This is an optimization exercise on Yosys and OpenROAD, whose aim is small area, a short achievable clock period and few clock cycles per item, not a production implementation.
Only simulation tests tie the RTL to the original design; equivalence was not proved.

$ cat flow/config.mk
export PLATFORM = sky130hd
export DESIGN_NAME = riscv_base_divider
export DESIGN_NICKNAME = riscv_base_divider
export VERILOG_FILES = /design/flow/design.v
export SDC_FILE = /design/flow/constraint.sdc
export NUM_CORES = 4
export LEC_CHECK = 0
export CAP_MARGIN = 20
export CORE_MARGIN = 2
export CORE_UTILIZATION = 55
export CTS_BUF_LIST = sky130_fd_sc_hd__clkbuf_8
export SETUP_SLACK_MARGIN = 2.4
export SLEW_MARGIN = 20
$ cat flow/constraint.sdc
create_clock -name core_clock -period 6.0 [get_ports {clk_i}]
set_input_delay 1.2000 -clock core_clock [delete_from_list [all_inputs] [get_ports {clk_i}]]
set_output_delay 1.2000 -clock core_clock [all_outputs]
set_load 0.01 [all_outputs]
$ cat flow/design.v
module riscv_base_divider (
    input           clk_i,
    input           rst_i,
    input           opcode_valid_i,
    input  [31:0]   opcode_opcode_i,
    input  [31:0]   opcode_pc_i,
    input           opcode_invalid_i,
    input  [4:0]    opcode_rd_idx_i,
    input  [4:0]    opcode_ra_idx_i,
    input  [4:0]    opcode_rb_idx_i,
    input  [31:0]   opcode_ra_operand_i,
    input  [31:0]   opcode_rb_operand_i,
    output          writeback_valid_o,
    output [31:0]   writeback_value_o
);
    wire inst_div_w  = (opcode_opcode_i & 32'hfe00707f) == 32'h2004033;
    wire inst_divu_w = (opcode_opcode_i & 32'hfe00707f) == 32'h2005033;
    wire inst_rem_w  = (opcode_opcode_i & 32'hfe00707f) == 32'h2006033;
    wire inst_remu_w = (opcode_opcode_i & 32'hfe00707f) == 32'h2007033;
    wire div_rem_inst_w = inst_div_w | inst_divu_w | inst_rem_w | inst_remu_w;
    wire valid_req_w = opcode_valid_i & div_rem_inst_w & ~opcode_invalid_i;
    localparam [1:0] S_IDLE = 2'd0, S_SETUP = 2'd1, S_ITER = 2'd2;
    reg [1:0]  state_q;
    reg        valid_q;
    reg [32:0] rem_q;      
    reg [32:0] div_q;      
    reg [31:0] quo_q;      
    reg [5:0]  cnt_q;      
    reg [5:0]  mb_q;       
    reg        is_div_q;
    reg        an_q;       
    reg        sub_q;      
    function [5:0] sigbits;
        input [31:0] v;
        input        top;
        reg [31:0] y;
        reg [31:0] x;
        reg [15:0] n1; reg [15:0] p1;
        reg [7:0]  n2; reg [15:0] p2;
        reg [3:0]  n3; reg [11:0] p3;
        reg [1:0]  n4; reg [7:0]  p4;
        integer i;
        begin
            y = v ^ {top, v[31:1]};
            x = {y[30:0], 1'b1};
            for (i = 0; i < 16; i = i + 1) begin
                n1[i] = x[2*i+1] | x[2*i];
                p1[i] = x[2*i+1];
            end
            for (i = 0; i < 8; i = i + 1) begin
                n2[i] = n1[2*i+1] | n1[2*i];
                p2[2*i+:2] = n1[2*i+1] ? {1'b1, p1[2*i+1]} : {1'b0, p1[2*i]};
            end
            for (i = 0; i < 4; i = i + 1) begin
                n3[i] = n2[2*i+1] | n2[2*i];
                p3[3*i+:3] = n2[2*i+1] ? {1'b1, p2[2*(2*i+1)+:2]} : {1'b0, p2[2*(2*i)+:2]};
            end
            for (i = 0; i < 2; i = i + 1) begin
                n4[i] = n3[2*i+1] | n3[2*i];
                p4[4*i+:4] = n3[2*i+1] ? {1'b1, p3[3*(2*i+1)+:3]} : {1'b0, p3[3*(2*i)+:3]};
            end
            sigbits = y[31] ? 6'd32 : {1'b0, n4[1] ? {1'b1, p4[7:4]} : {1'b0, p4[3:0]}};
        end
    endfunction
    wire        sgn_w   = ~opcode_opcode_i[12];
    wire        an_in_w = sgn_w & opcode_ra_operand_i[31];
    wire        bn_in_w = sgn_w & opcode_rb_operand_i[31];
    wire        sub_in_w = ~(an_in_w ^ bn_in_w);
    reg  [32:0] lowz_w;
    integer     m, e;
    always @* begin
        lowz_w = {~opcode_rb_operand_i, 1'b1};
        for (e = 1; e < 64; e = e * 2)
            for (m = 0; m < 33; m = m + 1)
                if (m % (2*e) == 2*e-1) lowz_w[m] = lowz_w[m] & lowz_w[m-e];
        for (e = 16; e >= 1; e = e / 2)
            for (m = 0; m < 33; m = m + 1)
                if (m >= 3*e-1 && (m - (3*e-1)) % (2*e) == 0) lowz_w[m] = lowz_w[m] & lowz_w[m-e];
    end
    reg  [33:0] pg_g, pg_p;
    integer     k, d;
    always @* begin
        pg_g = {rem_q & div_q, 1'b1};
        pg_p = {rem_q ^ div_q, 1'b0};
        for (d = 1; d < 64; d = d * 2)
            for (k = 0; k < 34; k = k + 1)
                if (k % (2*d) == 2*d-1) begin
                    pg_g[k] = pg_g[k] | (pg_p[k] & pg_g[k-d]);
                    pg_p[k] = pg_p[k] & pg_p[k-d];
                end
        for (d = 16; d >= 1; d = d / 2)
            for (k = 0; k < 34; k = k + 1)
                if (k >= 3*d-1 && (k - (3*d-1)) % (2*d) == 0) begin
                    pg_g[k] = pg_g[k] | (pg_p[k] & pg_g[k-d]);
                    pg_p[k] = pg_p[k] & pg_p[k-d];
                end
    end
    wire [32:0] hp_w    = rem_q ^ div_q;
    wire [32:0] t_w     = hp_w ^ pg_g[32:0];
    wire        tzero_w = &hp_w;
    wire        acc_w   = an_q ? (t_w[32] | tzero_w) : ~t_w[32];
    wire [6:0]  s_w      = {1'b0, cnt_q} - {1'b0, mb_q} + {6'd0, an_q};
    reg  [32:0] dsh_w;
    integer     j;
    always @* begin
        dsh_w = div_q;
        for (j = 0; j < 6; j = j + 1)
            if (s_w[j]) dsh_w = (dsh_w << (1 << j)) | ((33'd1 << (1 << j)) - 33'd1);
    end
    wire        bzero_q  = (mb_q == 6'd0) & (an_q ^ sub_q);
    wire        negq_w   = is_div_q & ~sub_q & ~bzero_q;
    wire        presub_w = acc_w & ~(is_div_q & sub_q);
    wire        last_w   = (cnt_q == 6'd0);
    wire       early_w = (state_q == S_SETUP) & ~an_q & (cnt_q < mb_q);
    wire       idle_w  = (state_q == S_IDLE) | early_w;
    always @(posedge clk_i or posedge rst_i) begin
        if (rst_i) begin
            state_q <= S_IDLE;
            valid_q <= 1'b0;
        end else begin
            valid_q <= 1'b0;
            case (state_q)
                S_IDLE:  if (valid_req_w) state_q <= S_SETUP;
                S_SETUP: if (early_w) begin
                             if (!valid_req_w) state_q <= S_IDLE;
                         end else if (bzero_q | ~acc_w | tzero_w) begin
                             state_q <= S_IDLE;
                             valid_q <= 1'b1;
                         end else
                             state_q <= S_ITER;
                default: if (last_w) begin
                             state_q <= S_IDLE;
                             valid_q <= 1'b1;
                         end
            endcase
        end
    end
    wire [5:0] ma_in_w = sigbits(opcode_ra_operand_i, an_in_w);
    wire [5:0] mb_in_w = sigbits(opcode_rb_operand_i, bn_in_w);
    always @(posedge clk_i) begin
        case ({idle_w, state_q})
            {1'b1, S_IDLE}, {1'b1, S_SETUP}: begin
                quo_q    <= 32'd0;
                is_div_q <= ~opcode_opcode_i[13];
                an_q     <= an_in_w;
                sub_q    <= sub_in_w;
                rem_q    <= {an_in_w, opcode_ra_operand_i};
                div_q    <= {bn_in_w, opcode_rb_operand_i} ^ ({33{sub_in_w}} | lowz_w);
                cnt_q    <= ma_in_w;
                mb_q     <= mb_in_w;
            end
            {1'b0, S_SETUP}: begin
                if (presub_w & ~bzero_q) rem_q <= t_w;
                quo_q <= {{31{bzero_q | (negq_w & acc_w)}},
                          bzero_q | (negq_w & acc_w) | (tzero_w & is_div_q & sub_q)};
                div_q <= dsh_w;
                cnt_q <= s_w[5:0];
            end
            default: begin
                if (acc_w) rem_q <= t_w;
                quo_q <= {quo_q[30:0], acc_w ^ negq_w};
                div_q <= {div_q[32], div_q[32:1]};
                cnt_q <= cnt_q - 6'd1;
            end
        endcase
    end
    assign writeback_valid_o = valid_q | early_w;
    assign writeback_value_o = is_div_q ? quo_q : rem_q[31:0];
endmodule
$ cat flow/flow/run.sh
#!/bin/bash
set -euo pipefail
export BUFFER_PORTS_ARGS="-buffer_cell sky130_fd_sc_hd__buf_1"
bash standard.sh > flow.log 2>&1
$ cat flow/standard.sh
#!/bin/bash
# synth_recipe.tcl (not shown) runs the flow's synth.tcl, then flattens the netlist and writes it again
# the make line also repeats each setting of config.mk as NAME=value (left out here)
make -C /OpenROAD-flow-scripts/flow DESIGN_CONFIG=/design/flow/config.mk WORK_HOME=/design/flow/orfs CLKGATE_MAP_FILE= SYNTH_SCRIPT=/design/flow/synth_recipe.tcl "${@:-finish}"
==> results of run 1 <==
## per-stage QoR
step / area, um2 / utilization (%) / hold slack, ns / setup WS (ns)
finish: 11700 / 64.8 / 0.455 / 2.31
global placement: 10700 / 59.3 / 0.431 / 1.64
global route: 11700 / 64.8 / 0.473 / 2.23
floorplan: 10100 / - / 0.425 / 2.49
CTS: 11400 / 63.5 / 0.455 / 2.31
detailed placement: 10700 / 59.3 / 0.435 / 1.58
## layout make-up
type	instances	area (um2)	area share, %
flip-flops and latches	116	2790	23.9
inverters	75	285	2.44
clock inverters	14	200	1.71
well taps	229	287	2.45
repair inverters	1	7.51	0.0643
multi-input cells	923	7040	60.3
clock buffers	18	248	2.12
repair buffers	156	822	7.04
## what timing repair did
item                                   CTS  global route
setup endpoints to repair               92            75
buffers inserted                        12            11
endpoints found under the hold margin    0             0
pin swaps                                4            21
resized for setup                       29            29
hold buffers                             0             0
gates cloned                             3             2
## placed cells by master (no fill, tap or decap), types with 7 or more instances in the layout
cell | synthesis | layout
fa_1 | 19 | 18
o21ai_0 | 68 | 62
ha_1 | 62 | 55
nor2_1 | 58 | 56
dfxtp_1 | 69 | 63
buf_1 | 7 | 117
nand2_1 | 148 | 147
a31oi_1 | 14 | 14
a21o_1 | 56 | 56
nor2b_1 | 12 | 11
a21oi_1 | 79 | 71
nand4_1 | 11 | 11
mux2i_1 | 49 | 46
mux4_2 | 10 | 10
o21ai_1 | 8 | 10
and3_1 | 7 | 7
a221o_1 | 7 | 7
o211ai_1 | 9 | 9
edfxtp_1 | 44 | 44
nor3_1 | 30 | 30
a2bb2oi_1 | 8 | 8
clkbuf_8 | 0 | 18
xor2_1 | 21 | 20
mux2_2 | 40 | 40
o22ai_1 | 14 | 14
xnor2_1 | 49 | 47
nand3_1 | 20 | 20
buf_4 | 2 | 33
inv_1 | 74 | 74
## state kept, by name, indices dropped and copies added, names as in the netlist
name      cells
valid_q       1
an_q          1
rem_q        33
mb_q          6
cnt_q         6
quo_q        32
sub_q         1
is_div_q      1
state_q       2
div_q        33
## layer usage
layer / vias up / track usage (%)
met4: 0 / 8.00
met2: 415 / 48.1
met5: - / 0
li1: 4504 / -
met3: 45 / 5.78
met1: 4427 / 45.7
## how the worst max path moves through the flow
stage | start | endpoint | slack, ns | depth (start not counted)
floorplan | rem_q[12]$_DFFE_PP_ | rem_q[0]$_DFFE_PP_ | 2.49 | 13
global placement | div_q[8]$_DFF_P_ | rem_q[7]$_DFFE_PP_ | 1.64 | 14
detailed placement | rem_q[1]$_DFFE_PP_ | rem_q[7]$_DFFE_PP_ | 1.58 | 13
CTS | rem_q[8]$_DFFE_PP_ | quo_q[30]$_DFF_P_ | 2.31 | 17
global route | rem_q[12]$_DFFE_PP_ | quo_q[31]$_DFF_P_ | 2.23 | 17
finish | rem_q[12]$_DFFE_PP_ | rem_q[5]$_DFFE_PP_ | 2.31 | 15
## cell families after synthesis
family          Yosys count  synth area share [%]
flops                   116                  27.5
xor+xnor                 74                  6.82
fa+ha+maj                81                  11.4
simple gates            334                  15.7
buf+inv                 137                  5.49
mux                     100                  11.6
compound gates          332                  21.5
## cells in the mapped netlist, types with 20 or more instances
| library cell | n | share of area (%) |
|---|---|---|
| clkbuf_1 | 31 | 1.2 |
| a21o_1 | 56 | 4.2 |
| buf_2 | 21 | 1.0 |
| inv_1 | 74 | 2.7 |
| nor2_1 | 58 | 2.2 |
| edfxtp_1 | 44 | 13 |
| nand3_1 | 20 | 0.99 |
| dfxtp_1 | 69 | 14 |
| nand2_1 | 148 | 5.5 |
| o21ai_0 | 68 | 3.4 |
| xor2_1 | 21 | 1.8 |
| ha_1 | 62 | 7.7 |
| a21oi_1 | 79 | 3.9 |
| nor3_1 | 30 | 1.5 |
| mux2_2 | 40 | 4.5 |
| xnor2_1 | 49 | 4.2 |
| mux2i_1 | 49 | 4.9 |
==> metrics.md, run 1 <==
| Metric | Value |
|---|---|
| Ys flop type | `dfxtp_1` |
| Crit. End Element | `flop` |
| Fillers | `1638` |
| TNS Setup | `0 ns` |
| # DRC | `0` |
| Hold Startpoint | `quo_q[29]$_DFF_P_` |
| Worst hold endpoint | `quo_q[30]$_DFF_P_` |
| Total wire length | `31400 um` |
| Vias per cell | `6.13` |
| Syn Area/Cell | `8.61 um2` |
| Critical Path Most Common Cell | `a21o_1` |
| Post-synth EDFFs | `44` |
| Synthesized Nets | `1402` |
| Fraction of layout cells with a size suffix above 1 | `14.0%` |
| ANT cells | `0` |
| Starting Density | `56.1%` |
| Cell Rows | `49` |
| Period utilization | `61.5%` |
| Max clock buf depth | `2` |
| Initial antenna violation count | `0` |
| Routability-driven placement congestion ratio | `0.963` |
| FF-to-FF Start | `rem_q[12]$_DFFE_PP_` |
| FMAX | `271 MHz` |
| Die X | `140 um` |
| Netlist cell types | `86` |
| DR WL met2 | `13900 um` |
| Mapped Area | `0.0101 mm2` |
| Area of the core | `0.0180 mm2` |
| Initial DRC count | `951` |
| Status | `finished clean` |
| Fin. max-slew vios | `0` |
| Die Y | `140 um` |
| Worst Path Buf+Inv | `1` |
| Clock sinks | `116` |
| Post-route ant nets | `0` |
| CP Data Arrival Time | `3.85 ns` |
| Number of synthesis warnings | `1` |
| Max layer used | `met4` |
| Unrepaired setup endpoints after global routing | `true` |
| CTS tree | `yes` |
| Pin count of the biggest net entering global routing | `76` |
| Seq/Total Area, Yosys | `27.5%` |
| Clock Skews | `0.0167 ns` |
| FF+latch count, synth | `116` |
| Router iterations before antenna repair | `8` |
| Maxcap violations | `0` |
| Synth-to-Final Area Change | `15.5%` |
| Slowest stage delay, CP | `0.44 ns` |
| Vias in the first global route | `8635` |
| WP data required | `6.16 ns` |
| WS Path Type | `flop to flop` |
| GRT Total Usage | `31.3%` |
| R2R setup slack | `2.31 ns` |
| Hold WC Path Type | `flop to flop` |
| Worst-margin pin slew | `1.29 ns` |
| Setup violators final | `0` |
| H-tree Lvls | `4` |
| Fin crit period | `3.69 ns` |
| WL met3 | `2720 um` |
| Clock slew at reported path FFs | `0.09 ns` |
| DPL Wire Length | `22600 um` |
| Gate Count Post-Synth | `1174` |
| Reg2Reg Depth | `15` |
| Delay-heaviest family, CP | `compound AO/OA/AOI/OAI gates` |
| Hold violation total from the final report | `0` |
| Placed insts | `1472` |
| Net count, final | `1518` |
| Startpoint Class | `flop` |
| Gr ovfl total | `0` |
| Worst skew pair latency | `0.47 ns` |
| Drt wl/cell | `20.5 um` |
| Ys async rst share | `2.59%` |
| WL met1 | `14200 um` |
| Slew margin rel. | `13.5%` |
| Global-route wire length before repair | `47500 um` |
| Layout Cells excl Fill | `1532` |
| Worst R2R End | `rem_q[5]$_DFFE_PP_` |
| I/O pin cnt | `180` |
| CTS Buf Count | `17` |
| Crit path cell chain | `ha_4 -> a21o_1 -> a21o_1 -> a21o_1 -> o21ai_2 -> nor2_1 -> a21oi_2 -> o21ai_2 -> fa_2 -> xnor2_4 -> nand3_1 -> o21a_1 -> o21ai_0 -> nand2_4 -> buf_12` |
| Root buf cell | `clkbuf_8` |
| Hold Crit Depth | `1` |
| Port bufs | `117` |
| CP max-delay cell | `edfxtp_1` |
| Worst-path maximum fanout | `17` |
| Vias | `9391` |
| Die Area | `0.0195 mm2` |
Testbench counts, summed over its fixed seeds: cycles 23,597, divs 3,200.
==> run 2, diff against run 1 <==
--- a/flow/config.mk
+++ b/flow/config.mk
@@ -9,3 +9,3 @@
 export CORE_MARGIN = 2
-export CORE_UTILIZATION = 55
+export CORE_UTILIZATION = 40
 export CTS_BUF_LIST = sky130_fd_sc_hd__clkbuf_8
@@ -13 +13,2 @@
 export SLEW_MARGIN = 20
+export TNS_END_PERCENT = 10
==> run 2 against run 1 <==
Effect of this change:
- clock-buffer cell count decreased by 1
- global-route usage decreased by 7.1 points
- clock skew about the same
- still clean
- via count increased by 0.43%
==> metrics.md, run 2 <==
| Metric | Value |
|---|---|
| GRT Total Usage | `24.2%` |
| Vias in the first global route | `8915` |
| Pin count of the biggest net entering global routing | `53` |
| Routability-driven placement congestion ratio | `0.930` |
| Commonest non-fill, non-tap cells in the layout | `nand2_1, buf_1, a21oi_1, inv_1, o21ai_0` |
| Starting Density | `40.5%` |
| Slew margin rel. | `43.7%` |
| Clock sinks | `116` |
| CP Data Arrival Time | `3.97 ns` |
| Setup violators final | `0` |
| Fin. max-slew vios | `0` |
| WL met1 | `14400 um` |
| Vias per cell | `5.78` |
| Drt wl/cell | `19.6 um` |
| Worst-margin pin slew | `0.844 ns` |
| CTS Buf Count | `17` |
| Synth-to-Final Area Change | `15.3%` |
| Router iterations before antenna repair | `6` |
| Max clock buf depth | `2` |
| Gate Count Post-Synth | `1174` |
| Vias | `9431` |
| Netlist cell types | `86` |
| Total wire length | `32000 um` |
| Gr ovfl total | `0` |
| Share of the synthesized area in the top cell type | `13.7%` |
| Synthesized Nets | `1402` |
| Hold violation total from the final report | `0` |
| Commonest non-fill, non-tap cell in the layout | `nand2_1` |
| Worst-path maximum fanout | `24` |
| FMAX | `279 MHz` |
| Largest regs | `div_q (33), rem_q (33), quo_q (32)` |
| Die Area | `0.0266 mm2` |
| Status | `finished clean` |
| Number of synthesis warnings | `1` |
| Ys async rst share | `2.59%` |
| WL met3 | `1860 um` |
| Port bufs | `117` |
| Hold WC Path Type | `flop to flop` |
| I/O pin cnt | `180` |
| # DRC | `0` |
| Root buf cell | `clkbuf_8` |
| Maxcap violations | `0` |
| Global-route wire length before repair | `49800 um` |
| Startpoint Class | `flop` |
| Post-synth EDFFs | `44` |
| Net count, final | `1516` |
| WS Path Type | `flop to flop` |
| Syn Area/Cell | `8.61 um2` |
| H-tree Lvls | `4` |
| Unrepaired setup endpoints after global routing | `true` |
| Initial antenna violation count | `0` |
| CTS tree | `yes` |
| WP data required | `6.38 ns` |
| Cell Rows | `58` |
| Clock Skews | `0.0162 ns` |
| Placed insts | `1583` |
| Most common cell in the synthesized netlist | `nand2_1` |
| Max layer used | `met4` |
| Synth area leaders | `dfxtp_1, edfxtp_1, ha_1` |
| Area of the core | `0.0250 mm2` |
| Fraction of layout cells with a size suffix above 1 | `13.1%` |
| Ys flop type | `dfxtp_1` |
| Initial DRC count | `783` |
| ANT cells | `0` |
| TNS Setup | `0 ns` |
| Layout Cells excl Fill | `1631` |
| Clock slew at reported path FFs | `0.07 ns` |
| Die Y | `163 um` |
| DR WL met2 | `14600 um` |
| Hold Buf Count CTS | `0` |
| Seq/Total Area, Yosys | `27.5%` |
| Post-route ant nets | `0` |
| FF+latch count, synth | `116` |
| DPL Wire Length | `24200 um` |
| Largest area contributor in the netlist | `dfxtp_1` |
| Die X | `163 um` |
| List of most frequent post-synthesis cells | `nand2_1, a21oi_1, inv_1` |
| Crit. End Element | `flop` |
| Mapped Area | `0.0101 mm2` |
| Period utilization | `59.8%` |
| Fillers | `2490` |
| Worst skew pair latency | `0.46 ns` |
| Fin crit period | `3.59 ns` |
## run 2: final timing paths
| kind | start | to | slack, ns | cells after the start |
|---|---|---|---|---|
| setup / recovery | mb_q[0]$_SDFFCE_PP0P_ | div_q[30]$_DFF_P_ | 2.41 | 13 |
| hold / removal | quo_q[25]$_DFF_P_ | quo_q[26]$_DFF_P_ | 0.45 | 1 |
| setup reg to reg | mb_q[0]$_SDFFCE_PP0P_ | div_q[30]$_DFF_P_ | 2.41 | 13 |
| hold reg to reg | quo_q[25]$_DFF_P_ | quo_q[26]$_DFF_P_ | 0.45 | 1 |
| max in group asynchronous | rst_i | state_q[1]$_DFFE_PP0P_ | 5.29 | 2 |
| min in group asynchronous | rst_i | state_q[0]$_DFFE_PP0P_ | 0.57 | 2 |
## run 2: per-stage QoR
step | util [%] | hold WS (ns) | area [um2] | setup WS, ns
final | 46.7 | 0.454 | 11700 | 2.41
after detailed placement | 43.6 | 0.433 | 10900 | 1.72
after floorplan | - | 0.425 | 10100 | 2.49
after global placement | 43.6 | 0.430 | 10900 | 1.71
after CTS | 45.9 | 0.456 | 11500 | 2.27
after global routing | 46.7 | 0.473 | 11700 | 2.27
## run 2: layout make-up
type | count | area (um2) | area share, %
clock buffer | 17 | 234 | 2.01
timing repair buffer | 157 | 811 | 6.95
sequential | 116 | 2790 | 23.9
clock inverter | 15 | 204 | 1.75
tap | 330 | 413 | 3.54
inverter | 75 | 285 | 2.45
multi-input combinational | 921 | 6930 | 59.4
## run 2: critical path, cell delays in order (launching register included)
cell	delay, ns
edfxtp_1	0.46
ha_1	0.32
inv_1	0.04
ha_2	0.18
fa_2	0.58
buf_6	0.24
clkinvlp_4	0.25
buf_4	0.23
mux2i_1	0.27
mux2i_1	0.21
mux2_2	0.37
nor2_1	0.11
o21ai_1	0.08
a2bb2oi_1	0.16
## run 2: cell families after synthesis
family                     synth area share [%]
AOI/OAI and AO/OA                          21.5
xor gates and xnor gates                   6.82
adders and majority gates                  11.4
buffers and inverters                      5.49
DFF                                        27.5
muxes                                      11.6
and+or+nand+nor                            15.7
## run 2: per-layer routing
metal / track usage (%) / up-vias
met3: 3.49 / 82
li1: - / 4501
met5: 0 / -
met4: 9.94 / 0
met2: 38.4 / 365
met1: 33.1 / 4483
## run 2: timing repair
| action | CTS | global route |
|---|---|---|
| buffers inserted | 7 | 8 |
| endpoints found under the setup margin | 96 | 80 |
| resized for setup | 10 | 25 |
| pin swaps | 3 | 5 |
| gates cloned | 0 | 1 |
==> run 3, diff against run 2 <==
--- a/flow/config.mk
+++ b/flow/config.mk
@@ -11,4 +11,4 @@
 export CTS_BUF_LIST = sky130_fd_sc_hd__clkbuf_8
+export CTS_CLUSTER_SIZE = 30
 export SETUP_SLACK_MARGIN = 2.4
 export SLEW_MARGIN = 20
-export TNS_END_PERCENT = 10
==> run 3 against run 2 <==
Effect of this change:
- clock skew fell by 0.00063 ns
- critical path depth unchanged
- clock-buffer cell count did not move
- sequential cell count stayed put
- setup slack improved by 0.063 ns
- first-iteration DRC count decreased by 0.51%
- area after synthesis is the same
- critical endpoint is now rem_q[25]$_DFFE_PP_
==> metrics.md, run 3 <==
| Metric | Value |
|---|---|
| Status | `finished clean` |
| Max clock buf depth | `2` |
| Grt met2 use | `38.3%` |
| Clock sinks | `116` |
| Die X | `163 um` |
| Worst-margin pin slew | `0.860 ns` |
| Global-route wire length before repair | `49800 um` |
| DPL Wire Length | `24200 um` |
| GR Layer Usage met3 | `3.49%` |
| Vias per cell | `5.80` |
| Share of the synthesized area in the top cell type | `13.7%` |
| Crit. End Element | `flop` |
| Net count, final | `1524` |
| Hold violation total from the final report | `0` |
| Starting Density | `40.5%` |
| Multi-input gate area | `0.00699 mm2` |
| Slew margin rel. | `42.4%` |
| Register area | `0.00279 mm2` |
| Hold Buf Count CTS | `0` |
| Startpoint Class | `flop` |
| Period utilization | `58.7%` |
| Post-route ant nets | `0` |
| Netlist cell types | `86` |
| Cell Rows | `58` |
| I/O pin cnt | `180` |
| Fraction of layout cells with a size suffix above 1 | `14.0%` |
| Fillers | `2477` |
| Initial DRC count | `779` |
| Vias | `9499` |
| FMAX | `284 MHz` |
| Commonest non-fill, non-tap cell in the layout | `nand2_1` |
| Number of synthesis warnings | `1` |
| CTS tree | `yes` |
| List of most frequent post-synthesis cells | `nand2_1, a21oi_1, inv_1` |
| CP Data Arrival Time | `3.66 ns` |
| Maxcap violations | `0` |
| Clock Skews | `0.0156 ns` |
| # DRC | `0` |
| CTS Buf Count | `17` |
| Ys flop type | `dfxtp_1` |
| Setup violators final | `0` |
| Synth-to-Final Area Change | `16.6%` |
| ANT cells | `0` |
| Vias in the first global route | `8915` |
| Hold WC Path Type | `flop to flop` |
| Largest regs | `div_q (33), rem_q (33), quo_q (32)` |
| TNS Setup | `0 ns` |
| Most common cell in the synthesized netlist | `nand2_1` |
| Worst-path maximum fanout | `17` |
| Synthesized Nets | `1402` |
| GRT Total Usage | `24.2%` |
| Die Area | `0.0266 mm2` |
| Ys async rst share | `2.59%` |
| Grt peak-use layer | `met2` |
| Total wire length | `32600 um` |
| Port bufs | `117` |
| Initial antenna violation count | `0` |
| Worst skew pair latency | `0.46 ns` |
| Largest area contributor in the netlist | `dfxtp_1` |
| Fin worst setup slack | `2.48 ns` |
| Unrepaired setup endpoints after global routing | `true` |
| Commonest non-fill, non-tap cells in the layout | `nand2_1, buf_1, inv_1, a21oi_1` |
| Pre-CTS worst setup slack | `1.72 ns` |
| Routability-driven placement congestion ratio | `0.930` |
| FF+latch count, synth | `116` |
| Root buf cell | `clkbuf_8` |
| Syn Area/Cell | `8.61 um2` |
| Area of the core | `0.0250 mm2` |
| Router iterations before antenna repair | `6` |
| Fin crit period | `3.52 ns` |
| H-tree Lvls | `4` |
| Fin. max-slew vios | `0` |
| Synth area leaders | `dfxtp_1, edfxtp_1, ha_1` |
| Clock slew at reported path FFs | `0.08 ns` |
| Met1 Usage GRT | `33.2%` |
| Mapped Area | `0.0101 mm2` |
| Layout Cells excl Fill | `1639` |
| WS Path Type | `flop to flop` |
| Pin count of the biggest net entering global routing | `53` |
| Die Y | `163 um` |
| Gr ovfl total | `0` |
| Post-synth EDFFs | `44` |
| Gate Count Post-Synth | `1174` |
| Seq/Total Area, Yosys | `27.5%` |
| Placed insts | `1583` |
| WP data required | `6.13 ns` |
| Drt wl/cell | `19.9 um` |
| WHS | `0.455 ns` |
[run 3: cell type report]
type	count	area share, %
timing repair buffer	163	7.47
clock buffer	17	1.98
multi-input combinational	923	59.3
tap	330	3.50
sequential	116	23.6
inverter	75	2.42
clock inverter	15	1.73
[run 3: metal layers]
metal,vias up,share of wire (%)
li1,4528,-
met1,4505,44
met2,382,45
met3,84,6.7
met4,0,4.1
met5,-,0
[run 3: final timing paths]
kind,start,end,slack (ns),depth (start not counted)
worst max-delay path,rem_q[1]$_DFFE_PP_,rem_q[25]$_DFFE_PP_,2.48,13
worst min-delay path,quo_q[25]$_DFF_P_,quo_q[26]$_DFF_P_,0.45,1
worst max register to register,rem_q[1]$_DFFE_PP_,rem_q[25]$_DFFE_PP_,2.48,13
worst min register to register,quo_q[25]$_DFF_P_,quo_q[26]$_DFF_P_,0.45,1
max in group asynchronous,rst_i,state_q[1]$_DFFE_PP0P_,5.28,2
min in group asynchronous,rst_i,state_q[0]$_DFFE_PP0P_,0.57,2
[run 3: kinds of logic (layout without fill, tap and decap cells)]
group	Yosys count	in the layout	synth area share, %
flops	116	116	27.5
compound gates	332	332	21.5
xor+xnor	74	75	6.82
buf+inv	137	270	5.49
fa+ha+maj	81	81	11.4
mux	100	100	11.6
simple gates	334	335	15.7
[run 3: stage by stage]
stage,utilization [%],area [um2]
2_1_floorplan,-,10100
3_3_place_gp,43.6,10900
3_5_place_dp,43.6,10900
4_1_cts,46.0,11500
5_1_grt,47.2,11800
6_report,47.2,11800
[run 3: critical path: stages (launching register included)]
cell and delay [ns]:
edfxtp_1 0.43, ha_1 0.34, a21o_1 0.16, a21o_1 0.23, a21oi_4 0.20, o21ai_1 0.11, a21oi_2 0.22, o21ai_2 0.10
fa_2 0.38, xnor2_2 0.21, nand3_1 0.09, o21a_1 0.13, o21ai_1 0.28, nand2_4 0.28
[run 3: timing repair]
action                     CTS  global route
gates cloned                 0             3
pin swaps                    4            13
buffers inserted             9            12
setup endpoints to repair   96            80
gates resized for setup     20            26
==> run 4, diff against run 3 <==
--- a/flow/config.mk
+++ b/flow/config.mk
@@ -7,2 +7,3 @@
 export LEC_CHECK = 0
+export ABC_AREA = 1
 export CAP_MARGIN = 20
@@ -11,3 +12,2 @@
 export CTS_BUF_LIST = sky130_fd_sc_hd__clkbuf_8
-export CTS_CLUSTER_SIZE = 30
 export SETUP_SLACK_MARGIN = 2.4
==> run 4 against run 3 <==
Effect of this change:
- fmax shrank 1.2%
- die area grew 2.5%
- still clean
- sequential cell count is the same
- wire length grew 7.1%
==> metrics.md, run 4 <==
| Metric | Value |
|---|---|
| Fillers | `2617` |
| Startpoint Class | `flop` |
| Gate Count Post-Synth | `1582` |
| H-tree Lvls | `4` |
| Worst-margin pin slew | `0.907 ns` |
| Net count, final | `1933` |
| Syn Area/Cell | `6.56 um2` |
| Vias in the first global route | `9793` |
| Die X | `165 um` |
| Reg2Reg Depth | `21` |
| Fin. max-slew vios | `0` |
| CP Data Arrival Time | `3.75 ns` |
| Commonest non-fill, non-tap cells in the layout | `nand2_1, nand3_1, inv_1, buf_1, nor2_1` |
| TNS Setup | `0 ns` |
| Crit path launch | `rem_q[5]$_DFFE_PP_` |
| # DRC | `0` |
| WP data required | `6.19 ns` |
| Mapped Area | `0.0104 mm2` |
| R2R setup slack | `2.43 ns` |
| WS Path Type | `flop to flop` |
| Worst R2R End | `rem_q[7]$_DFFE_PP_` |
| Unrepaired setup endpoints after global routing | `true` |
| Clock Skews | `0.0237 ns` |
| Vias per cell | `5.28` |
| Root buf cell | `clkbuf_8` |
| FF-to-FF Start | `rem_q[5]$_DFFE_PP_` |
| Placed Instance Area | `0.0110 mm2` |
| Router iterations before antenna repair | `6` |
| I/O pin cnt | `180` |
| Drt wl/cell | `17.0 um` |
| Fraction of layout cells with a size suffix above 1 | `10.9%` |
| Synthesized Nets | `1810` |
| Hold Startpoint | `quo_q[2]$_DFF_P_` |
| Hold violation total from the final report | `0` |
| Area of the core | `0.0253 mm2` |
| Ys async rst share | `2.59%` |
| Clock slew at reported path FFs | `0.09 ns` |
| Hold WC Path Type | `flop to flop` |
| Routability-driven placement congestion ratio | `0.944` |
| FF+latch count, synth | `116` |
| ANT cells | `0` |
| Commonest non-fill, non-tap cell in the layout | `nand2_1` |
| CTS Buf Count | `17` |
| Slew margin rel. | `39.5%` |
| Initial antenna violation count | `0` |
| Total wire length | `34900 um` |
| Gr ovfl total | `0` |
| Final instance area | `0.0121 mm2` |
| Status | `finished clean` |
| Die Y | `165 um` |
| Crit. End Element | `flop` |
| Die Area | `0.0272 mm2` |
| Clock sinks | `116` |
| Netlist cell types | `53` |
| List of most frequent post-synthesis cells | `nand2_1, nand3_1, inv_1` |
| Setup violators final | `0` |
| FMAX | `280 MHz` |
| CP Capture Point | `rem_q[7]$_DFFE_PP_` |
| Most common cell in the synthesized netlist | `nand2_1` |
| Max clock buf depth | `2` |
| Share of the synthesized area in the top cell type | `20.0%` |
| Vias | `10800` |
| Port bufs | `117` |
| Synth-to-Final Area Change | `16.8%` |
| Seq/Total Area, Yosys | `26.8%` |
| Worst skew pair latency | `0.46 ns` |
| Number of synthesis warnings | `1` |
| Largest regs | `div_q (33), rem_q (33), quo_q (32)` |
| Period utilization | `59.5%` |
| Initial DRC count | `990` |
| Ys flop type | `dfxtp_1` |
| Fin crit period | `3.57 ns` |
| Pin count of the biggest net entering global routing | `69` |
| DPL Wire Length | `25900 um` |
| Global-route wire length before repair | `53500 um` |
| Cell Rows | `58` |
| CTS tree | `yes` |
| Starting Density | `40.9%` |
| Largest area contributor in the netlist | `nand2_1` |
| Maxcap violations | `0` |
| Hold Buf Count CTS | `0` |
| Worst-path maximum fanout | `5` |
| GRT Total Usage | `25.7%` |
| Post-synth EDFFs | `44` |
| Post-route ant nets | `0` |
| Synth area leaders | `nand2_1, dfxtp_1, edfxtp_1` |
run 4: cell families (layout without fill, tap and decap cells):
family | after synthesis | in the layout | share of synthesized area, %
and+or+nand+nor | 935 | 935 | 38.0
buffers and inverters | 205 | 340 | 8.18
AOI/OAI and AO/OA | 174 | 175 | 9.33
DFF | 116 | 116 | 26.8
adders and majority gates | 81 | 81 | 11.1
xor gates and xnor gates | 55 | 55 | 4.79
muxes | 16 | 16 | 1.74
run 4: per-layer routing:
metal  global-route usage, %  up-vias  wire [um]
met5                       0        -          0
met4                    6.88        0        712
met3                    3.92       38       2150
met2                    40.6      355      15600
met1                    36.5     4966      16400
li1                        -     5461          -
run 4: layout make-up:
| cell class | count | area [um2] | share of cell area (%) |
|---|---|---|---|
| well taps | 330 | 413 | 3.41 |
| repair buffers | 164 | 918 | 7.58 |
| clock buffers | 17 | 234 | 1.93 |
| repair inverters | 1 | 7.51 | 0.0620 |
| clock inverters | 15 | 185 | 1.53 |
| multi-input cells | 1262 | 7020 | 58.0 |
| flip-flops and latches | 116 | 2790 | 23.0 |
| inverters | 143 | 543 | 4.48 |
run 4: worst max-delay path, cell delays in order (launching register included):
cell and delay, ns:
edfxtp_1 0.42, ha_1 0.30, nand2_1 0.10, inv_1 0.06, a21oi_2 0.15, nand2_2 0.08
nand2_1 0.08, nand2_2 0.10, nand2_2 0.11, nand2_2 0.06, nand2_2 0.07, nand2_4 0.05
nand2_2 0.07, nand2_2 0.05, fa_2 0.41, xor2_2 0.22, nor2_1 0.07, nand2_1 0.14
nand3_2 0.18, a21oi_4 0.27, buf_6 0.15, buf_16 0.11
run 4: stage by stage:
stage / setup slack [ns] / std cells / util (%) / hold WS (ns)
after floorplan: 2.41 / 1582 / - / 0.421
after global placement: 1.64 / 1978 / 43.5 / 0.425
after detailed placement: 1.58 / 1978 / 43.5 / 0.438
after CTS: 2.39 / 2028 / 46.3 / 0.447
after global routing: 2.28 / 2048 / 47.8 / 0.492
final: 2.43 / 2048 / 47.8 / 0.462
run 4: what timing repair did:
item | in CTS | in global routing
pin swaps | 6 | 18
gates resized for setup | 24 | 58
buffers inserted | 14 | 19
hold endpoints to repair | 0 | 0
endpoints found under the setup margin | 96 | 100
gates cloned | 4 | 1
run 4: how the worst min path moves through the flow:
stage / endpoint / slack (ns) / depth (start not counted)
6_report: quo_q[3]$_DFF_P_ / 0.46 / 2
3_5_place_dp: quo_q[24]$_DFF_P_ / 0.44 / 2
5_1_grt: quo_q[4]$_DFF_P_ / 0.49 / 2
3_3_place_gp: quo_q[31]$_DFF_P_ / 0.43 / 2
2_1_floorplan: quo_q[20]$_DFF_P_ / 0.42 / 2
4_1_cts: quo_q[24]$_DFF_P_ / 0.45 / 2
==> run 5, diff against run 4 <==
--- a/flow/config.mk
+++ b/flow/config.mk
@@ -7,3 +7,2 @@
 export LEC_CHECK = 0
-export ABC_AREA = 1
 export CAP_MARGIN = 20
@@ -12,2 +11,3 @@
 export CTS_BUF_LIST = sky130_fd_sc_hd__clkbuf_8
+export PLACE_DENSITY = 0.75
 export SETUP_SLACK_MARGIN = 2.4
==> run 5 against run 4 <==
Effect of this change:
- first-iteration DRC count up 19%
- register-to-register slack worse by 0.10 ns
- worst hold slack worse by 0.020 ns
- synthesized cell count down 26%
- sequential cell count unchanged
- non-clock buffer count down 4
- global-route usage down 1.7 points
- design area down 2.7%
- fmax down 2.8%
- setup slack worse by 0.10 ns
==> metrics.md, run 5 <==
| Metric | Value |
|---|---|
| Ys async rst share | `2.59%` |
| Max clock buf depth | `2` |
| Commonest non-fill, non-tap cells in the layout | `nand2_1, buf_1, inv_1, a21oi_1, dfxtp_1` |
| Largest regs | `div_q (33), rem_q (33), quo_q (32)` |
| Cell Rows | `58` |
| Post-synth EDFFs | `44` |
| Net count, final | `1521` |
| Synth area leaders | `dfxtp_1, edfxtp_1, ha_1` |
| Post-route ant nets | `0` |
| WP data required | `6.42 ns` |
| Reg2Reg Depth | `17` |
| Gr ovfl total | `0` |
| Setup violators final | `0` |
| Drt wl/cell | `20.3 um` |
| Critical Path Most Common Cell | `a21o_1` |
| GRT Total Usage | `24.1%` |
| Fin crit period | `3.67 ns` |
| FMAX | `273 MHz` |
| Clock sinks | `116` |
| Die Area | `0.0266 mm2` |
| TNS Setup | `0 ns` |
| Slew margin rel. | `25.8%` |
| Slowest stage delay, CP | `0.46 ns` |
| Pin count of the biggest net entering global routing | `54` |
| Root buf cell | `clkbuf_8` |
| Status | `finished clean` |
| Clock slew at reported path FFs | `0.10 ns` |
| Synthesized Nets | `1402` |
| Mapped Area | `0.0101 mm2` |
| Area of the core | `0.0250 mm2` |
| Startpoint Class | `flop` |
| Worst-margin pin slew | `1.10 ns` |
| Crit path cell chain | `ha_4 -> a21o_1 -> a21o_1 -> a21o_1 -> o21ai_2 -> nor2_2 -> a21oi_2 -> o21ai_2 -> fa_2 -> xnor2_4 -> nand3_2 -> o21a_1 -> ha_2 -> nor2_2 -> nor2_4 -> clkbuf_16 -> a21o_1` |
| Hold Buf Count CTS | `0` |
| Hold WC Path Type | `flop to flop` |
| I/O pin cnt | `180` |
| Crit. End Element | `flop` |
| Vias per cell | `6.07` |
| Share of the synthesized area in the top cell type | `13.7%` |
| Netlist cell types | `86` |
| Port bufs | `117` |
| Die X | `163 um` |
| # DRC | `0` |
| Hold violation total from the final report | `0` |
| Initial DRC count | `1175` |
| Die Y | `163 um` |
| Worst-path maximum fanout | `6` |
| Gate Count Post-Synth | `1174` |
| Seq/Total Area, Yosys | `27.5%` |
| Initial antenna violation count | `0` |
| Fraction of layout cells with a size suffix above 1 | `14.3%` |
| Unrepaired setup endpoints after global routing | `true` |
| Syn Area/Cell | `8.61 um2` |
| DPL Wire Length | `23600 um` |
| H-tree Lvls | `4` |
| Period utilization | `61.2%` |
| Maxcap violations | `0` |
| CTS tree | `yes` |
| Worst skew pair latency | `0.49 ns` |
| Global-route wire length before repair | `49700 um` |
| Commonest non-fill, non-tap cell in the layout | `nand2_1` |
| Final core occ | `47.2%` |
| Ys flop type | `dfxtp_1` |
| CTS Buf Count | `17` |
| Synth-to-Final Area Change | `16.5%` |
| Clock Skews | `0.0234 ns` |
| Fin. max-slew vios | `0` |
| WS Path Type | `flop to flop` |
| CP Data Arrival Time | `4.09 ns` |
| Vias in the first global route | `9164` |
| CP max-delay cell | `edfxtp_1` |
| FF+latch count, synth | `116` |
| Hold Crit Depth | `1` |
| Largest area contributor in the netlist | `dfxtp_1` |
| Total wire length | `33200 um` |
| Starting Density | `40.5%` |
| Router iterations before antenna repair | `5` |
| Number of synthesis warnings | `1` |
| Most common cell in the synthesized netlist | `nand2_1` |
| Routability-driven placement congestion ratio | `0.977` |
| Vias | `9935` |
| List of most frequent post-synthesis cells | `nand2_1, a21oi_1, inv_1` |
-- run 5: path summary, 6_finish.rpt --
kind / startpoint / end / slack [ns]
setup / recovery: rem_q[12]$_DFFE_PP_ / quo_q[6]$_DFF_P_ / 2.33
hold / removal: quo_q[9]$_DFF_P_ / quo_q[10]$_DFF_P_ / 0.44
setup reg to reg: rem_q[12]$_DFFE_PP_ / quo_q[6]$_DFF_P_ / 2.33
hold reg to reg: quo_q[9]$_DFF_P_ / quo_q[10]$_DFF_P_ / 0.44
max in group asynchronous: rst_i / state_q[1]$_DFFE_PP0P_ / 5.30
min in group asynchronous: rst_i / valid_q$_DFF_PP0_ / 0.57
-- run 5: critical path: cells and delay by family (launching register included) --
family	cells	cell delay, ns
simple gates	4	0.57
fa+ha+maj	3	0.90
flops	1	0.46
buf+inv	1	0.24
compound gates	8	1.26
xor+xnor	1	0.17
-- run 5: kinds of logic (layout without fill, tap and decap cells) --
| logic type | after synthesis | after routing | share of synthesized area, % |
|---|---|---|---|
| muxes | 100 | 100 | 11.6 |
| and+or+nand+nor | 334 | 335 | 15.7 |
| buffers and inverters | 137 | 267 | 5.49 |
| other | 0 | 1 | 0 |
| DFF | 116 | 116 | 27.5 |
| AOI/OAI and AO/OA | 332 | 332 | 21.5 |
| xor gates and xnor gates | 74 | 75 | 6.82 |
| adders and majority gates | 81 | 81 | 11.4 |
-- run 5: layer usage --
| metal | track usage (%) | vias up | routed length (um) |
|---|---|---|---|
| li1 | - | 4520 | - |
| met1 | 31.5 | 4687 | 13400 |
| met2 | 38.3 | 586 | 15100 |
| met3 | 3.97 | 142 | 3020 |
| met4 | 12.3 | 0 | 1730 |
| met5 | 0 | - | 0 |
-- run 5: area by class of cell --
class / instances / area (um2)
multi-input cells: 923 / 7040
fillers: 2390 / 13200
flip-flops and latches: 116 / 2790
well taps: 330 / 413
repair buffers: 160 / 876
diodes: 1 / 2.50
clock buffers: 18 / 248
clock inverters: 14 / 128
inverters: 75 / 285
-- run 5: stage by stage --
stage	setup WS, ns	hold WS, ns	std cells	instance area (um2)
floorplan	2.49	0.425	1174	10100
global placement	1.70	0.429	1577	10800
detailed placement	1.50	0.441	1577	10800
CTS	2.33	0.458	1626	11500
global route	2.26	0.477	1636	11800
finish	2.33	0.442	1637	11800
-- run 5: repair_timing --
action,in CTS,in global routing
gates cloned,1,4
setup endpoints to repair,89,84
gates resized for setup,23,36
hold endpoints to repair,0,0
pin swaps,7,20
setup buffers,16,6
==> run 6, diff against run 5 <==
--- a/flow/config.mk
+++ b/flow/config.mk
@@ -11,3 +11,2 @@
 export CTS_BUF_LIST = sky130_fd_sc_hd__clkbuf_8
-export PLACE_DENSITY = 0.75
 export SETUP_SLACK_MARGIN = 2.4
==> run 6 against run 5 <==
Effect of this change:
- sequential cell count is the same
- area after synthesis unchanged
- global-route usage up 0.18 points
- via count fell by 4.4%
- still clean on timing, DRC and antenna
==> metrics.md, run 6 <==
| Metric | Value |
|---|---|
| Port bufs | `117` |
| TNS Setup | `0 ns` |
| Fillers | `2477` |
| Initial DRC count | `779` |
| List of most frequent post-synthesis cells | `nand2_1, a21oi_1, inv_1` |
| Router iterations before antenna repair | `6` |
| Mapped Area | `0.0101 mm2` |
| Seq/Total Area, Yosys | `27.5%` |
| Total wire length | `32600 um` |
| Hold WC Path Type | `flop to flop` |
| Maxcap violations | `0` |
| Drt wl/cell | `19.9 um` |
| Worst-margin pin slew | `0.860 ns` |
| Gate Count Post-Synth | `1174` |
| Initial antenna violation count | `0` |
| Clock Skews | `0.0156 ns` |
| Net count, final | `1524` |
| Unrepaired setup endpoints after global routing | `true` |
| Startpoint Class | `flop` |
| Number of synthesis warnings | `1` |
| CTS Buf Count | `17` |
| Worst skew pair latency | `0.46 ns` |
| Starting Density | `40.5%` |
| Cell Rows | `58` |
| ANT cells | `0` |
| Vias | `9499` |
| Max clock buf depth | `2` |
| Global-route wire length before repair | `49800 um` |
| Placed Instance Area | `0.0109 mm2` |
| Ys flop type | `dfxtp_1` |
| Gr ovfl total | `0` |
| Die Area | `0.0266 mm2` |
| Synth-to-Final Area Change | `16.6%` |
| I/O pin cnt | `180` |
| FF+latch count, synth | `116` |
| Hold Buf Count CTS | `0` |
| Fin worst setup slack | `2.48 ns` |
| Vias in the first global route | `8915` |
| H-tree Lvls | `4` |
| Pin count of the biggest net entering global routing | `53` |
| Status | `finished clean` |
| FMAX | `284 MHz` |
| Synth area leaders | `dfxtp_1, edfxtp_1, ha_1` |
| Netlist cell types | `86` |
| Fin crit period | `3.52 ns` |
| Commonest non-fill, non-tap cells in the layout | `nand2_1, buf_1, inv_1, a21oi_1` |
| CP Data Arrival Time | `3.66 ns` |
| Syn Area/Cell | `8.61 um2` |
| Routability-driven placement congestion ratio | `0.930` |
| Commonest non-fill, non-tap cell in the layout | `nand2_1` |
| Fin. max-slew vios | `0` |
| Post-synth EDFFs | `44` |
| Largest area contributor in the netlist | `dfxtp_1` |
| Clock sinks | `116` |
| Crit. End Element | `flop` |
| Post-route ant nets | `0` |
| R2R setup slack | `2.48 ns` |
| Clock slew at reported path FFs | `0.08 ns` |
| Ys async rst share | `2.59%` |
| CTS tree | `yes` |
| WP data required | `6.13 ns` |
| DPL Wire Length | `24200 um` |
| Vias per cell | `5.80` |
| Synthesized Nets | `1402` |
| Area of the core | `0.0250 mm2` |
| Largest regs | `div_q (33), rem_q (33), quo_q (32)` |
| Setup violators final | `0` |
| GRT Total Usage | `24.2%` |
| # DRC | `0` |
| Final instance area | `0.0118 mm2` |
| Root buf cell | `clkbuf_8` |
| Period utilization | `58.7%` |
| Fraction of layout cells with a size suffix above 1 | `14.0%` |
| Most common cell in the synthesized netlist | `nand2_1` |
| WS Path Type | `flop to flop` |
| Pre-CTS worst setup slack | `1.72 ns` |
| Die X | `163 um` |
| Hold violation total from the final report | `0` |
| Die Y | `163 um` |
| Share of the synthesized area in the top cell type | `13.7%` |
| Slew margin rel. | `42.4%` |
| Worst-path maximum fanout | `17` |
[run 6: final cells by class]
cell class | instances | area (um2) | area share [%]
multi-input combinational | 923 | 6990 | 59.3
sequential | 116 | 2790 | 23.6
timing repair buffer | 163 | 881 | 7.47
tap | 330 | 413 | 3.50
inverter | 75 | 285 | 2.42
clock buffer | 17 | 234 | 1.98
clock inverter | 15 | 204 | 1.73
[run 6: final timing paths]
path,cells past startpoint,endpoint,startpoint
min reg2reg,1,quo_q[26]$_DFF_P_,quo_q[25]$_DFF_P_
min,1,quo_q[26]$_DFF_P_,quo_q[25]$_DFF_P_
max,13,rem_q[25]$_DFFE_PP_,rem_q[1]$_DFFE_PP_
max reg2reg,13,rem_q[25]$_DFFE_PP_,rem_q[1]$_DFFE_PP_
max in group asynchronous,2,state_q[1]$_DFFE_PP0P_,rst_i
min in group asynchronous,2,state_q[0]$_DFFE_PP0P_,rst_i
[run 6: cells by family (layout without fill, tap and decap cells)]
kind of cell               Yosys count  in the layout  share of synthesized area (%)
AOI/OAI and AO/OA                  332            332                           21.5
xor gates and xnor gates            74             75                           6.82
adders and majority gates           81             81                           11.4
buffers and inverters              137            270                           5.49
DFF                                116            116                           27.5
muxes                              100            100                           11.6
and+or+nand+nor                    334            335                           15.7
[run 6: layer usage]
layer  global-route usage, %  vias up  routed length, um
met5                       0        -                  0
met4                    10.1        0               1350
met3                    3.49       84               2170
met2                    38.3      382              14700
met1                    33.2     4505              14400
li1                        -     4528                  -
[run 6: stage by stage]
step           cells  util (%)  hold WS [ns]
6_report        1639      47.2         0.455
3_5_place_dp    1583      43.6         0.433
3_3_place_gp    1583      43.6         0.430
2_1_floorplan   1174         -         0.425
4_1_cts         1624      46.0         0.456
5_1_grt         1639      47.2         0.473
[run 6: critical path, stage by stage (launching register included)]
cell      delay (ns)
edfxtp_1        0.43
ha_1            0.34
a21o_1          0.16
a21o_1          0.23
a21oi_4         0.20
o21ai_1         0.11
a21oi_2         0.22
o21ai_2         0.10
fa_2            0.38
xnor2_2         0.21
nand3_1         0.09
o21a_1          0.13
o21ai_1         0.28
nand2_4         0.28
[run 6: timing repair]
item | 4_1_cts | 5_1_grt
setup endpoints to repair | 96 | 80
gates resized for setup | 20 | 26
gates cloned | 0 | 3
hold endpoints to repair | 0 | 0
pin swaps | 4 | 13
buffers inserted | 9 | 12
==> run 7, diff against run 6 <==
--- a/flow/config.mk
+++ b/flow/config.mk
@@ -11,3 +11,3 @@
 export CTS_BUF_LIST = sky130_fd_sc_hd__clkbuf_8
-export SETUP_SLACK_MARGIN = 2.4
+export SETUP_SLACK_MARGIN = 2.5
 export SLEW_MARGIN = 20
==> run 7 against run 6 <==
Effect of this change:
- still clean on timing, DRC and antenna
- die area did not move
- design area up 1.3%
- utilization up 0.61 points
- non-clock buffer count increased by 5
- cell count rose by 0.31%
- critical path type unchanged
==> metrics.md, run 7 <==
| Metric | Value |
|---|---|
| Mapped Area | `0.0101 mm2` |
| Syn Area/Cell | `8.61 um2` |
| GRT Total Usage | `24.7%` |
| CTS tree | `yes` |
| Worst skew pair latency | `0.47 ns` |
| Synth area leaders | `dfxtp_1, edfxtp_1, ha_1` |
| Fin worst setup slack | `2.42 ns` |
| Period utilization | `59.7%` |
| WP data required | `6.37 ns` |
| Cell Rows | `58` |
| Hold violation total from the final report | `0` |
| Post-synth EDFFs | `44` |
| FMAX | `279 MHz` |
| Worst-path maximum fanout | `8` |
| Fraction of layout cells with a size suffix above 1 | `14.8%` |
| Seq/Total Area, Yosys | `27.5%` |
| Setup violators final | `0` |
| Initial DRC count | `948` |
| Clock sinks | `116` |
| Vias per cell | `5.78` |
| Clock slew at reported path FFs | `0.09 ns` |
| Slew margin rel. | `29.2%` |
| Largest area contributor in the netlist | `dfxtp_1` |
| Placed insts | `1577` |
| DPL Wire Length | `23900 um` |
| Synthesized Nets | `1402` |
| Layout Cells excl Fill | `1644` |
| Total wire length | `32900 um` |
| Fin crit period | `3.58 ns` |
| Netlist cell types | `86` |
| Gate Count Post-Synth | `1174` |
| Area of the core | `0.0250 mm2` |
| Hold WC Path Type | `flop to flop` |
| Vias in the first global route | `8910` |
| Router iterations before antenna repair | `6` |
| I/O pin cnt | `180` |
| CP Data Arrival Time | `3.95 ns` |
| Starting Density | `40.5%` |
| CTS Buf Count | `17` |
| # DRC | `0` |
| Worst-margin pin slew | `1.06 ns` |
| Share of the synthesized area in the top cell type | `13.7%` |
| Clock Skews | `0.0233 ns` |
| Post-route ant nets | `0` |
| H-tree Lvls | `4` |
| Unrepaired setup endpoints after global routing | `true` |
| Die X | `163 um` |
| Ys async rst share | `2.59%` |
| Maxcap violations | `0` |
| Synth-to-Final Area Change | `18.1%` |
| Root buf cell | `clkbuf_8` |
| Largest regs | `div_q (33), rem_q (33), quo_q (32)` |
| Port bufs | `117` |
| Ys flop type | `dfxtp_1` |
| Hold Buf Count CTS | `0` |
| TNS Setup | `0 ns` |
| Number of synthesis warnings | `1` |
| Startpoint Class | `flop` |
| Most common cell in the synthesized netlist | `nand2_1` |
| Die Y | `163 um` |
| Initial antenna violation count | `0` |
| Routability-driven placement congestion ratio | `0.956` |
| Status | `finished clean` |
| Commonest non-fill, non-tap cell in the layout | `nand2_1` |
| ANT cells | `0` |
| Drt wl/cell | `20.0 um` |
| Global-route wire length before repair | `50600 um` |
| Pin count of the biggest net entering global routing | `53` |
| Vias | `9506` |
| Die Area | `0.0266 mm2` |
| Fin. max-slew vios | `0` |
| Crit. End Element | `flop` |
| Max clock buf depth | `2` |
| Pre-CTS worst setup slack | `1.76 ns` |
| Commonest non-fill, non-tap cells in the layout | `nand2_1, buf_1, inv_1, a21oi_1, dfxtp_1` |
| WS Path Type | `flop to flop` |
| Net count, final | `1529` |
| List of most frequent post-synthesis cells | `nand2_1, a21oi_1, inv_1` |
| FF+latch count, synth | `116` |
| Gr ovfl total | `0` |
[run 7: cell type report]
type	instances	area, um2
clock buffers	17	234
clock inverters	15	203
fillers	2481	13000
inverters	75	285
multi-input cells	923	7040
flip-flops and latches	116	2790
well taps	330	413
repair buffers	168	985
[run 7: per-stage QoR]
| step | util, % | hold slack [ns] | cell area [um2] |
|---|---|---|---|
| after floorplan | - | 0.425 | 10100 |
| after detailed placement | 43.5 | 0.435 | 10900 |
| after global routing | 47.8 | 0.453 | 11900 |
| after global placement | 43.5 | 0.430 | 10900 |
| after CTS | 47.0 | 0.450 | 11700 |
| final | 47.8 | 0.446 | 11900 |
[run 7: cell families (layout without fill, tap and decap cells)]
logic type,Yosys count,count (layout),synth area share [%]
flops,116,116,27.5
mux,100,100,11.6
fa+ha+maj,81,81,11.4
xor+xnor,74,75,6.82
simple gates,334,335,15.7
compound gates,332,332,21.5
buf+inv,137,275,5.49
[run 7: worst max-delay path, stage by stage (launching register included)]
cell	delay [ns]
edfxtp_1	0.45
ha_4	0.27
a21o_1	0.15
a21o_1	0.15
a21o_1	0.23
o21ai_2	0.18
nor2_2	0.07
a21oi_2	0.20
o21ai_2	0.10
fa_2	0.40
xnor2_4	0.20
nand3_2	0.08
o21a_1	0.13
ha_2	0.19
nor2_4	0.11
nor2_4	0.07
buf_12	0.19
clkbuf_16	0.16
a21o_1	0.15
[run 7: per-layer routing]
metal	global-route usage [%]	routed length (um)	vias to the layer above	part of all wire, %
met3	3.74	2040	82	6.2
met1	33.9	14900	4513	45
met4	8.65	1040	0	3.2
met2	39.7	15000	377	45
met5	0	0	-	0
li1	-	-	4534	-
[run 7: worst paths after layout]
check / start / end / slack [ns] / cells past startpoint
min: quo_q[4]$_DFF_P_ / quo_q[5]$_DFF_P_ / 0.45 / 1
max: rem_q[12]$_DFFE_PP_ / quo_q[28]$_DFF_P_ / 2.42 / 18
min reg2reg: quo_q[4]$_DFF_P_ / quo_q[5]$_DFF_P_ / 0.45 / 1
max in group asynchronous: rst_i / state_q[1]$_DFFE_PP0P_ / 5.28 / 2
max reg2reg: rem_q[12]$_DFFE_PP_ / quo_q[28]$_DFF_P_ / 2.42 / 18
min in group asynchronous: rst_i / valid_q$_DFF_PP0_ / 0.57 / 2
[run 7: timing repair]
item,4_1_cts,5_1_grt
cloned,3,3
pin swaps,16,9
resized for setup,41,15
buffers inserted,17,12
endpoints found under the setup margin,98,82
==> run 8, diff against run 7 <==
--- a/flow/config.mk
+++ b/flow/config.mk
@@ -11,3 +11,3 @@
 export CTS_BUF_LIST = sky130_fd_sc_hd__clkbuf_8
-export SETUP_SLACK_MARGIN = 2.5
+export SETUP_SLACK_MARGIN = 2.2
 export SLEW_MARGIN = 20
==> run 8 against run 7 <==
Effect of this change:
- still clean on timing, DRC and antenna
- setup slack lost 0.088 ns
- sequential cell count is the same
- design area shrank 1.6%
- wire length down 2.8%
- critical endpoint is now quo_q[27]$_DFF_P_
- highest routed layer unchanged
==> metrics.md, run 8 <==
| Metric | Value |
|---|---|
| Status | `finished clean` |
| Final core occ | `47.1%` |
| WP data required | `6.36 ns` |
| Grt met2 use | `38.1%` |
| Vias per cell | `5.77` |
| Cell Rows | `58` |
| Synth area leaders | `dfxtp_1, edfxtp_1, ha_1` |
| Mapped Area | `0.0101 mm2` |
| Drt wl/cell | `19.6 um` |
| List of most frequent post-synthesis cells | `nand2_1, a21oi_1, inv_1` |
| TNS Setup | `0 ns` |
| Initial DRC count | `930` |
| Fillers | `2494` |
| Area of the core | `0.0250 mm2` |
| Reg2Reg Depth | `18` |
| Largest area contributor in the netlist | `dfxtp_1` |
| Crit. End Element | `flop` |
| Gate Count Post-Synth | `1174` |
| Fin. max-slew vios | `0` |
| Met1 Usage GRT | `33.1%` |
| # DRC | `0` |
| Total wire length | `32000 um` |
| Commonest non-fill, non-tap cell in the layout | `nand2_1` |
| FF-to-FF Start | `rem_q[8]$_DFFE_PP_` |
| Gr ovfl total | `0` |
| Vias in the first global route | `8521` |
| Worst skew pair latency | `0.47 ns` |
| CTS tree | `yes` |
| FMAX | `272 MHz` |
| CTS Buf Count | `17` |
| Unrepaired setup endpoints after global routing | `false` |
| Initial antenna violation count | `0` |
| Share of the synthesized area in the top cell type | `13.7%` |
| GRT Total Usage | `23.6%` |
| Ys flop type | `dfxtp_1` |
| Root buf cell | `clkbuf_8` |
| Worst hold endpoint | `quo_q[5]$_DFF_P_` |
| Layout Cells excl Fill | `1635` |
| DPL Wire Length | `23800 um` |
| Netlist cell types | `86` |
| Routability-driven placement congestion ratio | `0.955` |
| Clock slew at reported path FFs | `0.09 ns` |
| Most common cell in the synthesized netlist | `nand2_1` |
| Worst R2R End | `quo_q[27]$_DFF_P_` |
| Hold violation total from the final report | `0` |
| Fraction of layout cells with a size suffix above 1 | `13.3%` |
| Setup violators final | `0` |
| Post-synth EDFFs | `44` |
| Die X | `163 um` |
| WS Path Type | `flop to flop` |
| Hold Crit Depth | `1` |
| FF+latch count, synth | `116` |
| Port bufs | `117` |
| Largest regs | `div_q (33), rem_q (33), quo_q (32)` |
| ANT cells | `0` |
| Vias | `9439` |
| Grt peak-use layer | `met2` |
| Startpoint Class | `flop` |
| Max clock buf depth | `2` |
| R2R setup slack | `2.33 ns` |
| Period utilization | `61.2%` |
| Maxcap violations | `0` |
| Ys async rst share | `2.59%` |
| Hold WC Path Type | `flop to flop` |
| GR Layer Usage met3 | `3.03%` |
| Clock Skews | `0.0253 ns` |
| Worst-margin pin slew | `1.18 ns` |
| Worst-path maximum fanout | `16` |
| Net count, final | `1520` |
| Synthesized Nets | `1402` |
| H-tree Lvls | `4` |
| Fin crit period | `3.67 ns` |
| Clock sinks | `116` |
| Number of synthesis warnings | `1` |
| Starting Density | `40.5%` |
| Slew margin rel. | `20.8%` |
| Die Y | `163 um` |
| Seq/Total Area, Yosys | `27.5%` |
| Hold Startpoint | `quo_q[4]$_DFF_P_` |
| Syn Area/Cell | `8.61 um2` |
| Die Area | `0.0266 mm2` |
| Synth-to-Final Area Change | `16.3%` |
| CP Data Arrival Time | `4.03 ns` |
| I/O pin cnt | `180` |
| Global-route wire length before repair | `48600 um` |
| Post-route ant nets | `0` |
| Commonest non-fill, non-tap cells in the layout | `nand2_1, buf_1, inv_1, a21oi_1, dfxtp_1` |
| Router iterations before antenna repair | `6` |
| Placed insts | `1573` |
| Pin count of the biggest net entering global routing | `76` |
## run 8: logic make-up (layout without fill, tap and decap cells)
| logic type | Yosys count | in the layout | share of synthesized area (%) |
|---|---|---|---|
| simple gates | 334 | 334 | 15.7 |
| compound gates | 332 | 332 | 21.5 |
| buf+inv | 137 | 268 | 5.49 |
| flops | 116 | 116 | 27.5 |
| mux | 100 | 100 | 11.6 |
| fa+ha+maj | 81 | 81 | 11.4 |
| xor+xnor | 74 | 74 | 6.82 |
## run 8: cell type report
class | count | area [um2] | share of cell area (%)
clock buffers | 17 | 234 | 1.99
clock inverters | 15 | 205 | 1.75
inverters | 75 | 285 | 2.43
multi-input cells | 921 | 6990 | 59.5
flip-flops and latches | 116 | 2780 | 23.7
well taps | 330 | 413 | 3.51
repair buffers | 161 | 842 | 7.16
## run 8: per-layer routing
metal / vias to the layer above / part of all wire (%)
met3: 64 / 5.7
met4: 0 / 2.5
met2: 354 / 47
met1: 4512 / 45
met5: - / 0
li1: 4509 / -
## run 8: worst max path at each step
stage / from / endpoint / slack [ns] / depth (start not counted)
after global routing: rem_q[24]$_DFFE_PP_ / quo_q[17]$_DFF_P_ / 2.15 / 17
final: rem_q[8]$_DFFE_PP_ / quo_q[27]$_DFF_P_ / 2.33 / 18
after detailed placement: div_q[8]$_DFF_P_ / quo_q[0]$_DFF_P_ / 1.66 / 17
after floorplan: rem_q[12]$_DFFE_PP_ / rem_q[0]$_DFFE_PP_ / 2.20 / 14
after global placement: rem_q[1]$_DFFE_PP_ / quo_q[0]$_DFF_P_ / 1.68 / 16
after CTS: rem_q[8]$_DFFE_PP_ / quo_q[0]$_DFF_P_ / 2.06 / 17
## run 8: through the flow
step           area (um2)  hold WS (ns)  setup WS [ns]
3_3_place_gp        10800         0.430           1.68
4_1_cts             11400         0.448           2.06
5_1_grt             11800         0.461           2.15
6_report            11800         0.448           2.33
3_5_place_dp        10800         0.437           1.66
2_1_floorplan       10100         0.425           2.20
## run 8: critical path, stage by stage (launching register included)
cell	delay (ns)
edfxtp_1	0.44
ha_4	0.25
a21o_1	0.19
a21o_1	0.19
a21oi_2	0.19
nor2b_4	0.17
o21ai_2	0.07
a21oi_2	0.22
o21ai_2	0.10
fa_2	0.39
xnor2_2	0.17
buf_4	0.15
o21a_1	0.18
ha_2	0.19
nor2_4	0.10
nor2_4	0.06
buf_12	0.17
clkbuf_16	0.17
a21o_1	0.15
## run 8: repair_timing
action | 4_1_cts | 5_1_grt
hold buffers | 0 | 0
gates resized for setup | 11 | 31
cloned | 0 | 1
pin swaps | 3 | 9
buffers inserted | 8 | 21
setup endpoints to repair | 80 | 80

-- afterwards: timing with drivers on the ports --
No port has a modelled driver above. Below, the same layouts with a new extraction and two added sets of constraints.
Step 1 sets driving cells, clkbuf_16 on the clock port and buf_2 on the other inputs (assumed; they add their load-dependent delay and slew).
Step 2 adds t to the input delays and takes it off the output delays; t is the mean of the earliest and latest rising clock arrival at the registers after step 1. Input paths then give back, and output paths get back, about the clock's delay inside the block.
Slacks: no drivers / after step 1 / after step 2; pairs: no drivers / after step 1.
| run | t, ns | slack for setup (ns) | worst setup path at the end | slew at the worst register clock pin (ns) | worst data-port slew with drivers (ns) |
|---|---|---|---|---|---|
| run 1 | 0.505 | 2.310 / 2.310 / 2.103 | input to register | 0.09 / 0.09 | 0.05 |
| run 2 | 0.493 | 2.413 / 2.413 / 2.102 | input to register | 0.09 / 0.09 | 0.06 |
| run 3 | 0.492 | 2.477 / 2.477 / 2.103 | input to register | 0.09 / 0.09 | 0.06 |
| run 4 | 0.491 | 2.433 / 2.433 / 2.433 | register to register | 0.10 / 0.10 | 0.04 |
| run 5 | 0.518 | 2.331 / 2.331 / 2.111 | input to register | 0.10 / 0.10 | 0.08 |
| run 6 | 0.492 | 2.477 / 2.477 / 2.103 | input to register | 0.09 / 0.09 | 0.06 |
| run 7 | 0.496 | 2.418 / 2.418 / 2.143 | input to register | 0.09 / 0.09 | 0.05 |
| run 8 | 0.499 | 2.330 / 2.330 / 2.149 | input to register | 0.09 / 0.09 | 0.06 |
After both steps every run listed still meets setup and hold.
